What follows belongs to an exercise in optimizing a design on an open flow for small area and a short achievable clock period; a production flow would make more cautious choices. Function not checked in this run: the RTL went through the layout flow alone. Power figures rest on the tool's default switching activity, not on a simulated workload.

==> design/flow/constraint.sdc <==
create_clock -name core_clock -period 16.0 [get_ports {clk}]
set_input_delay 3.2000 -clock core_clock [delete_from_list [all_inputs] [get_ports {clk}]]
set_output_delay 3.2000 -clock core_clock [all_outputs]
set_load 0.01 [all_outputs]
==> design/flow/flow/margin.txt <==
11.8
==> design/flow/design.v <==
`timescale 1ns / 1ps
module gen_register( clk, rst, data_in, data_out, write_en  );
	parameter WORD_SIZE = 32 ;
	input wire clk, rst, write_en;
	input wire [WORD_SIZE-1:0] data_in;
	output reg [WORD_SIZE-1:0] data_out;
always @ (posedge rst or posedge clk ) begin
	if ( rst ) begin
		data_out <= { WORD_SIZE {1'b0} };
	end else begin
		if(write_en)
			data_out <= data_in;
	end
end
endmodule
`timescale 1ns / 1ps
module fp_adder_prep
	(
		input  wire [7:0] e1,
		input  wire [7:0] e2,
		output wire [7:0] d12,
		output wire       swap,
		output wire       h2
	);
	assign {swap, d12} = {1'b0, e1} - {1'b0, e2};
	assign h2 = |e2;
endmodule
module fp_adder_stage1
	(
		input  wire [31:0] n1,
		input  wire [22:0] f2,
		input  wire        s2,
		input  wire        h2,
		input  wire [7:0]  d12,
		input  wire        swap,
		output wire [7:0]  exp_a,
		output wire [23:0] p,
		output wire [23:0] g,
		output wire        b_zero,
		output wire        sign_a,
		output wire        sub
	);
	wire [7:0]  e1 = n1[30:23];
	wire [23:0] m1 = {|e1, n1[22:0]};
	wire [23:0] m2 = {h2, f2};
	wire [4:0] nd = 5'd0 - d12[4:0];
	wire [4:0] sh = d12[7] ? nd : d12[4:0];
	wire       big = d12[7] ? (d12 <= 8'd232) : (d12 >= 8'd24);
	assign exp_a  = swap ? (e1 - d12) : e1;
	assign sign_a = swap ? s2 : n1[31];
	assign sub    = n1[31] ^ s2;
	wire [23:0] sig_a = swap ? m2 : m1;
	wire [23:0] sig_b = swap ? m1 : m2;
	wire [23:0] s0 = sh[4] ? {16'd0, sig_b[23:16]} : sig_b;
	wire [23:0] s1 = sh[3] ? {8'd0, s0[23:8]} : s0;
	wire [23:0] s2_ = sh[2] ? {4'd0, s1[23:4]} : s1;
	wire [23:0] s3 = sh[1] ? {2'd0, s2_[23:2]} : s2_;
	wire [23:0] s4 = sh[0] ? {1'd0, s3[23:1]} : s3;
	wire [23:0] bs = big ? 24'd0 : s4;
	assign b_zero = ~|bs;
	wire [23:0] b = bs ^ {24{sub}};
	assign p = sig_a ^ b;
	assign g = sig_a & b;
endmodule
`timescale 1ns / 1ps
module fp_adder_stage2
	(
		input  wire [23:0] p0,
		input  wire [23:0] g0,
		input  wire        b_zero,
		input  wire        hid_a,
		input  wire        sign_a,
		input  wire        sub,
		output wire [24:0] mag,
		output wire        sign
	);
	wire [24*6-1:0] g;
	wire [24*6-1:0] p;
	assign g[23:0] = g0;
	assign p[23:0] = p0;
	genvar k, i;
	generate
		for (k = 0; k < 5; k = k + 1) begin : lvl
			for (i = 0; i < 24; i = i + 1) begin : bt
				if ((i >> k) & 1) begin : node
					localparam integer J = ((i >> k) << k) - 1;
					assign g[24*(k+1)+i] = g[24*k+i] | (p[24*k+i] & g[24*k+J]);
					assign p[24*(k+1)+i] = p[24*k+i] & p[24*k+J];
				end else begin : pass
					assign g[24*(k+1)+i] = g[24*k+i];
					assign p[24*(k+1)+i] = p[24*k+i];
				end
			end
		end
	endgenerate
	wire [23:0] G = g[24*5 +: 24];
	wire [23:0] P = p[24*5 +: 24];
	wire cout   = G[23];
	wire force_ = sub & b_zero & hid_a;
	wire cin    = sub & cout & ~force_;
	wire [23:0] c = {G[22:0], 1'b0} | ({P[22:0], 1'b1} & {24{cin}});
	wire [23:0] s = p0 ^ c;
	wire inv = sub & ~cin;
	assign mag  = {~sub & cout, s ^ {24{inv}}};
	assign sign = sign_a ^ (sub & ~cout);
endmodule
`timescale 1ns / 1ps
module fp_adder_stage3
	(
		input  wire [24:0] mag,
		input  wire        sign,
		input  wire [7:0]  exp_a1,
		input  wire        live,
		output wire [31:0] result
	);
	wire [31:0] x = {mag, 7'd0};
	wire [15:0] v0;
	wire [15:0] c0;
	wire [7:0]  v1;
	wire [15:0] c1;
	wire [3:0]  v2;
	wire [11:0] c2;
	wire [1:0]  v3;
	wire [7:0]  c3;
	genvar j;
	generate
		for (j = 0; j < 16; j = j + 1) begin : l0
			assign v0[j] = x[2*j+1] | x[2*j];
			assign c0[j] = ~x[2*j+1];
		end
		for (j = 0; j < 8; j = j + 1) begin : l1
			assign v1[j] = v0[2*j+1] | v0[2*j];
			assign c1[2*j +: 2] = v0[2*j+1] ? {1'b0, c0[2*j+1]} : {1'b1, c0[2*j]};
		end
		for (j = 0; j < 4; j = j + 1) begin : l2
			assign v2[j] = v1[2*j+1] | v1[2*j];
			assign c2[3*j +: 3] = v1[2*j+1] ? {1'b0, c1[2*(2*j+1) +: 2]} : {1'b1, c1[2*(2*j) +: 2]};
		end
		for (j = 0; j < 2; j = j + 1) begin : l3
			assign v3[j] = v2[2*j+1] | v2[2*j];
			assign c3[4*j +: 4] = v2[2*j+1] ? {1'b0, c2[3*(2*j+1) +: 3]} : {1'b1, c2[3*(2*j) +: 3]};
		end
	endgenerate
	wire       nz = v3[1] | v3[0];
	wire [4:0] lz = v3[1] ? {1'b0, c3[7:4]} : {1'b1, c3[3:0]};
	wire [24:0] n1 = lz[4] ? {mag[8:0], 16'd0} : mag;
	wire [24:0] n2 = lz[3] ? {n1[16:0], 8'd0} : n1;
	wire [24:0] n3 = lz[2] ? {n2[20:0], 4'd0} : n2;
	wire [24:0] n4 = lz[1] ? {n3[22:0], 2'd0} : n3;
	wire [24:0] n5 = lz[0] ? {n4[23:0], 1'd0} : n4;
	wire [7:0] exp_r = exp_a1 - {3'd0, lz};
	wire kill = ~nz | ~live;
	assign result = kill ? 32'd0 : {sign, exp_r, n5[23:1]};
endmodule
`timescale 1ns / 1ps
module FP_Adder
	#(
		parameter FP_SIZE = 32,
		parameter FRAC_SIZE = 23,
		parameter EXP_SIZE = 8
	)
	(
		input clk,
		input rst,
		input enable,
		input[FP_SIZE-1:0]  N1,
		input[FP_SIZE-1:0]  N2,
		input wire valid,
		output reg[FP_SIZE-1:0] result
	);
	wire [7:0] i_d12;
	wire       i_swap, i_h2;
	fp_adder_prep prep (
		.e1(N1[30:23]), .e2(N2[30:23]),
		.d12(i_d12), .swap(i_swap), .h2(i_h2));
	reg [31:0] r_n1;
	reg [22:0] r_f2;
	reg        r_s2;
	reg [7:0]  r_d12;       
	reg        r_swap;      
	reg        r_h2;        
	reg        r_valid;
	reg        r_en;
	always @(posedge clk) begin
		r_n1    <= N1;
		r_f2    <= N2[22:0];
		r_s2    <= N2[31];
		r_d12   <= i_d12;
		r_swap  <= i_swap;
		r_h2    <= i_h2;
		r_valid <= valid;
	end
	always @(posedge clk or posedge rst) begin
		if (rst) r_en <= 1'b0;
		else     r_en <= enable;
	end
	wire [7:0]  a_exp_d;
	wire [23:0] a_p_d, a_g_d;
	wire        a_bz_d, a_sa_d, a_sub_d;
	fp_adder_stage1 stage_1 (
		.n1(r_n1), .f2(r_f2), .s2(r_s2), .h2(r_h2), .d12(r_d12), .swap(r_swap),
		.exp_a(a_exp_d), .p(a_p_d), .g(a_g_d), .b_zero(a_bz_d),
		.sign_a(a_sa_d), .sub(a_sub_d));
	reg [7:0]  a_exp;
	reg [23:0] a_p;
	reg [23:0] a_g;
	reg        a_bz, a_sa, a_sub;
	reg        a_live;
	always @(posedge clk) begin
		if (r_en) begin
			a_exp <= a_exp_d;
			a_p   <= a_p_d;
			a_g   <= a_g_d;
			a_bz  <= a_bz_d;
			a_sa  <= a_sa_d;
			a_sub <= a_sub_d;
		end
	end
	always @(posedge clk or posedge rst) begin
		if (rst)       a_live <= 1'b0;
		else if (r_en) a_live <= r_valid;
	end
	wire [24:0] b_mag_d;
	wire        b_sign_d;
	fp_adder_stage2 stage_2 (
		.p0(a_p), .g0(a_g), .b_zero(a_bz), .hid_a(|a_exp),
		.sign_a(a_sa), .sub(a_sub),
		.mag(b_mag_d), .sign(b_sign_d));
	reg [24:0] b_mag;
	reg        b_sign;
	reg [7:0]  b_exp;       
	reg        b_live;
	always @(posedge clk) begin
		if (r_en) begin
			b_mag  <= b_mag_d;
			b_sign <= b_sign_d;
			b_exp  <= a_exp + 8'd1;
		end
	end
	always @(posedge clk or posedge rst) begin
		if (rst)       b_live <= 1'b0;
		else if (r_en) b_live <= a_live;
	end
	wire [31:0] c_result;
	fp_adder_stage3 stage3 (
		.mag(b_mag), .sign(b_sign), .exp_a1(b_exp), .live(b_live),
		.result(c_result));
	always @(posedge clk or posedge rst) begin
		if (rst)       result <= 'd0;
		else if (r_en) result <= c_result;
	end
endmodule
==> design/flow/flow/run.sh <==
#!/bin/bash
# Own layout flow: the standard synthesis (standard.sh synth, unchanged),
# then ORFS's standard layout steps with
#  - timing repair aimed below the 16 ns clock (setup margin in margin.txt),
#  - resizing free to change cell footprints (drive strengths),
#  - plain buf_1 buffers (not delay cells) on all the ports.
# Each step's full output goes to a log file in this folder.
set -uo pipefail
MARGIN=$(cat flow/margin.txt 2>/dev/null || echo 11.9)
bash standard.sh synth > synth.log 2>&1 || { tail -50 synth.log; exit 1; }
bash standard.sh SETUP_SLACK_MARGIN=$MARGIN MATCH_CELL_FOOTPRINT=0 \
  "BUFFER_PORTS_ARGS=-buffer_cell sky130_fd_sc_hd__buf_1" finish > layout.log 2>&1 \
  || { tail -50 layout.log; exit 1; }
tail -5 layout.log
==> design/flow/config.mk <==
export PLATFORM = sky130hd
export DESIGN_NAME = FP_Adder
export DESIGN_NICKNAME = FP_Adder
export VERILOG_FILES = /design/flow/design.v
export SDC_FILE = /design/flow/constraint.sdc
export NUM_CORES = 4
export LEC_CHECK = 0
export CAP_MARGIN = 20
export CORE_MARGIN = 2
export CORE_UTILIZATION = 65
export CTS_BUF_LIST = sky130_fd_sc_hd__clkbuf_8
export SLEW_MARGIN = 20
==> design/flow/standard.sh <==
#!/bin/bash
# synth_recipe.tcl (not shown) runs the flow's synth.tcl, then flattens the netlist and writes it again
# the make line also repeats each setting of config.mk as NAME=value (left out here)
make -C /OpenROAD-flow-scripts/flow DESIGN_CONFIG=/design/flow/config.mk WORK_HOME=/design/flow/orfs CLKGATE_MAP_FILE= SYNTH_SCRIPT=/design/flow/synth_recipe.tcl "${@:-finish}"
==> impl_metrics.toml <==
[run_status]
outcome = "finished clean"

[critical_path]
crit_type = "in2reg"
r2r-end = "a_bz"
reg2reg_slack_ns = 11.97
crit_fanout = 3
timing.rr.start = "r_d12[0]"
crit_start = "N1[24]"
r2r_cells = 11
cp-end-kind = "flop"
startpoint_type = "primary input"
arrival_ns = 4.67
critPathRequiredTime_ns = 16.40

[floorplan]
pin_count = 100
rows = 48
dieArea_um2 = 18400
die_w_um = 136
start_util_pct = 66.0
die_y_um = 136
core_area_um2 = 17100

[clock_tree]
htreeDepth = 4
cts_tree = "yes"
cts_buffers = 17
clkTransAtPathRegs_ns = 0.10
clock_latency_ns = 0.48
cts.path.max_buffers = 2
cts_root_buffer = "clkbuf_8"
cts.sinks = 195

[sta]
worst_pin_slew_ns = 0.850
fin_crit_ns = 4.27
fin_crit_sh_pct = 26.7
finalHoldViolations = 0
slew_viol_final = 0
maxSlewHeadroom_pct = 43.1
tns_ns = 0
rsz0062_at_grt = "yes"
fmax_mhz = 234
clock_skew_ns = 0.0156
finalSetupViolations = 0
setup_ws_ns = 11.73

[drt]
ant_nets = 0
totalWireLength_mm = 26.5
route.detailed.drc = 0
drt_pre_antenna_iters = 5
vias = 8918
wire_per_inst_um = 18.3
drt_iter0_markers = 683
viasPerCell = 6.15

[synth]
yosysWarnings = 1
synth_area_leaders = "edfxtp_1 (25%), dfxtp_1 (12%), dfrtp_1 (7.8%)"
seq_area_frac_synth_pct = 44.4
avgSynthCellArea_um2 = 10.2
async_flop_share_pct = 17.9
synthesis.area_um2 = 11300
syn_nets = 1226
synth_top_cell_by_area = "edfxtp_1"
yosys_most_used_dff = "edfxtp_1"
synthDistinctLibCells = 73
synth-seq-cells = 195
synth-edff-count = 93
yosysTopAreaCellShare_pct = 24.7
synth_cells = 1108

[global_route]
grt.total_usage_pct = 29.0
grt_max_degree = 73
grt_pass1_wl_mm = 41.6
gr-total-overflow = 0
grt_pass1_vias = 8344
antenna_found_initial = 0

[place]
pre_cts_ws_ns = 11.03
dp_hpwl_mm = 19.5
gp_congestion = 0.941
port_buffers = 99

[pwr]
power_density_nw_per_um2 = 152
p_leak_nw = 5.16
comb_power_share_pct = 42.5
pwr-share-clk_pct = 17.0
seq_power_share_pct = 40.4
switching_share_pct = 39.5
p_int_mw = 1.17
ir_drop_v = 0.0000978
p_switching_mw = 0.760

[final_layout]
final_layout_size_suffix_gt1_share_pct = 15.0
fin_util_pct = 73.9
syn2layout_area_growth_pct = 12.0
finalNetCount = 1331
regArea_um2 = 5010
multi_input_area_um2 = 5880
fillCellCount = 1277
diodes = 0

[min_path]
hold_depth = 1
hp-start = "a_live"
min_path_type = "reg2reg"
min_to = "b_live"

[job]
maxCapViolations = 0
==> area by class of cell <==
class                           count  area share, %
Clock inverter                     14           1.31
Multi-Input combinational cell    786           46.5
Sequential cell                   195           39.7
Tap cell                          225           2.23
Timing Repair Buffer              137           5.94
Inverter                           76           2.41
Clock buffer                       18           1.96
==> worst max path at each step <==
stage                          end  slack (ns)  depth (start not counted)
after floorplan           r_d12[7]       11.48                         10
after detailed placement  r_d12[7]       11.03                         11
after CTS                 r_d12[7]       11.76                         11
after global placement    r_d12[7]       11.11                         11
final                     r_d12[7]       11.73                         10
after global routing      r_d12[7]       11.68                         10
==> power by group through the flow <==
| stage | logic, mW | clock network, mW | registers [mW] |
|---|---|---|---|
| finish | 0.820 | 0.328 | 0.779 |
| CTS | 0.790 | 0.332 | 0.773 |
| floorplan | 0.593 | 0 | 0.751 |
| global placement | 0.761 | 0 | 0.783 |
| global route | 0.907 | 0.351 | 0.790 |
| detailed placement | 0.773 | 0 | 0.784 |
==> critical path, stage by stage <==
cell and delay, ns:
buf_8 0.10, ha_4 0.22, nor2b_1 0.12, o21ai_1 0.13
nand2b_1 0.09, a21o_1 0.19, a21o_1 0.17, a21o_1 0.18
a21oi_2 0.15, xnor2_1 0.12
==> per-layer routing <==
| layer | global-route usage (%) | share of wire, % |
|---|---|---|
| met1 | 38.1 | 42 |
| met2 | 49.0 | 50 |
| met3 | 3.85 | 5.5 |
| met4 | 11.5 | 3.1 |
| met5 | 0 | 0 |
==> cell usage in the layout (no fill, tap or decap), types with 32 or more instances in the layout <==
master	n
a21oi_1	49
buf_1	63
buf_4	35
clkbuf_2	32
dfrtp_1	34
dfxtp_1	66
edfxtp_1	93
ha_1	44
inv_1	72
mux2_2	46
mux2i_1	56
nand2_1	47
nor2_1	79
o21ai_0	53
o22ai_1	37
xnor2_1	59
xor2_1	32
==> state kept, by name (all words and copies together), names as in the netlist, 8 cells and up <==
| name | count |
|---|---|
| a_exp | 8 |
| a_g | 24 |
| a_p | 24 |
| b_exp | 8 |
| b_mag | 25 |
| r_d12 | 8 |
| r_f2 | 23 |
| r_n1 | 32 |
| result | 32 |
==> logic make-up after synthesis <==
group | count (synthesis) | share of synthesized area, %
and+or+nand+nor | 245 | 10.6
AOI/OAI and AO/OA | 291 | 17.3
buffers and inverters | 128 | 4.49
DFF | 195 | 44.4
xor gates and xnor gates | 93 | 7.21
muxes | 106 | 10.3
adders and majority gates | 50 | 5.74
==> metrics by stage <==
step / cell area, um^2 / cells / total power [mW] / hold slack [ns]
CTS: 12400 / 1437 / 1.90 / 0.533
global placement: 11900 / 1394 / 1.54 / 0.473
floorplan: 11300 / 1108 / 1.34 / 0.439
global route: 12600 / 1451 / 2.05 / 0.538
finish: 12600 / 1451 / 1.93 / 0.528
detailed placement: 11900 / 1394 / 1.56 / 0.499
==> synth_stat cells (5+ instances only) <==
master / number
o2111ai_1: 5
o31ai_1: 7
dfxtp_1: 67
xor2_1: 33
nand2_1: 47
a22oi_1: 14
nand4_1: 8
nand2b_1: 14
buf_1: 6
o21a_1: 7
o21ai_0: 55
a21o_1: 21
nor2b_1: 11
inv_1: 74
mux2_2: 46
o211ai_1: 12
o32ai_1: 10
and3_1: 5
clkbuf_1: 40
edfxtp_1: 93
ha_1: 47
nand3_1: 22
nor3_1: 26
or3_1: 7
xnor2_1: 60
a22o_1: 8
a21oi_1: 50
mux2i_1: 56
dfrtp_1: 35
o21bai_1: 5
o22ai_1: 37
a211oi_1: 10
nor2_1: 80
nor4_1: 8
a31oi_1: 6
==> timing repair <==
item,in CTS,in global routing
gates resized for setup,28,31
hold buffers,0,0
hold endpoints to repair,0,0
buffers inserted,11,13
pin swaps,3,9
endpoints found under the setup margin,32,41
gates cloned,0,1

==> afterwards: timing with drivers on the ports <==
The flow's constraints put no driver on any port. The routed layout listed below was extracted and timed again, unchanged, in two steps.
Step 1 sets driving cells, clkbuf_16 on the clock port and buf_2 on the other inputs (assumed; they add their load-dependent delay and slew).
Step 2, shift: input delay + t, output delay - t, t = (earliest + latest rising clock arrival at the registers) / 2. This alone moves slack from input paths to output paths.
Slacks: ideal ports / drivers / drivers and shift; pairs: ideal ports / drivers.
t, ns: 0.505
setup WS [ns]: 11.731 / 11.707 / 11.202
hold WS [ns]: 0.528 / 0.528 / 0.528
latest minus earliest clock arrival (ns): 0.015 / 0.016
After both steps setup and hold are still met in this run. For this run, drivers alone change the setup slack by -0.024 ns; drivers and shift together by -0.529 ns.
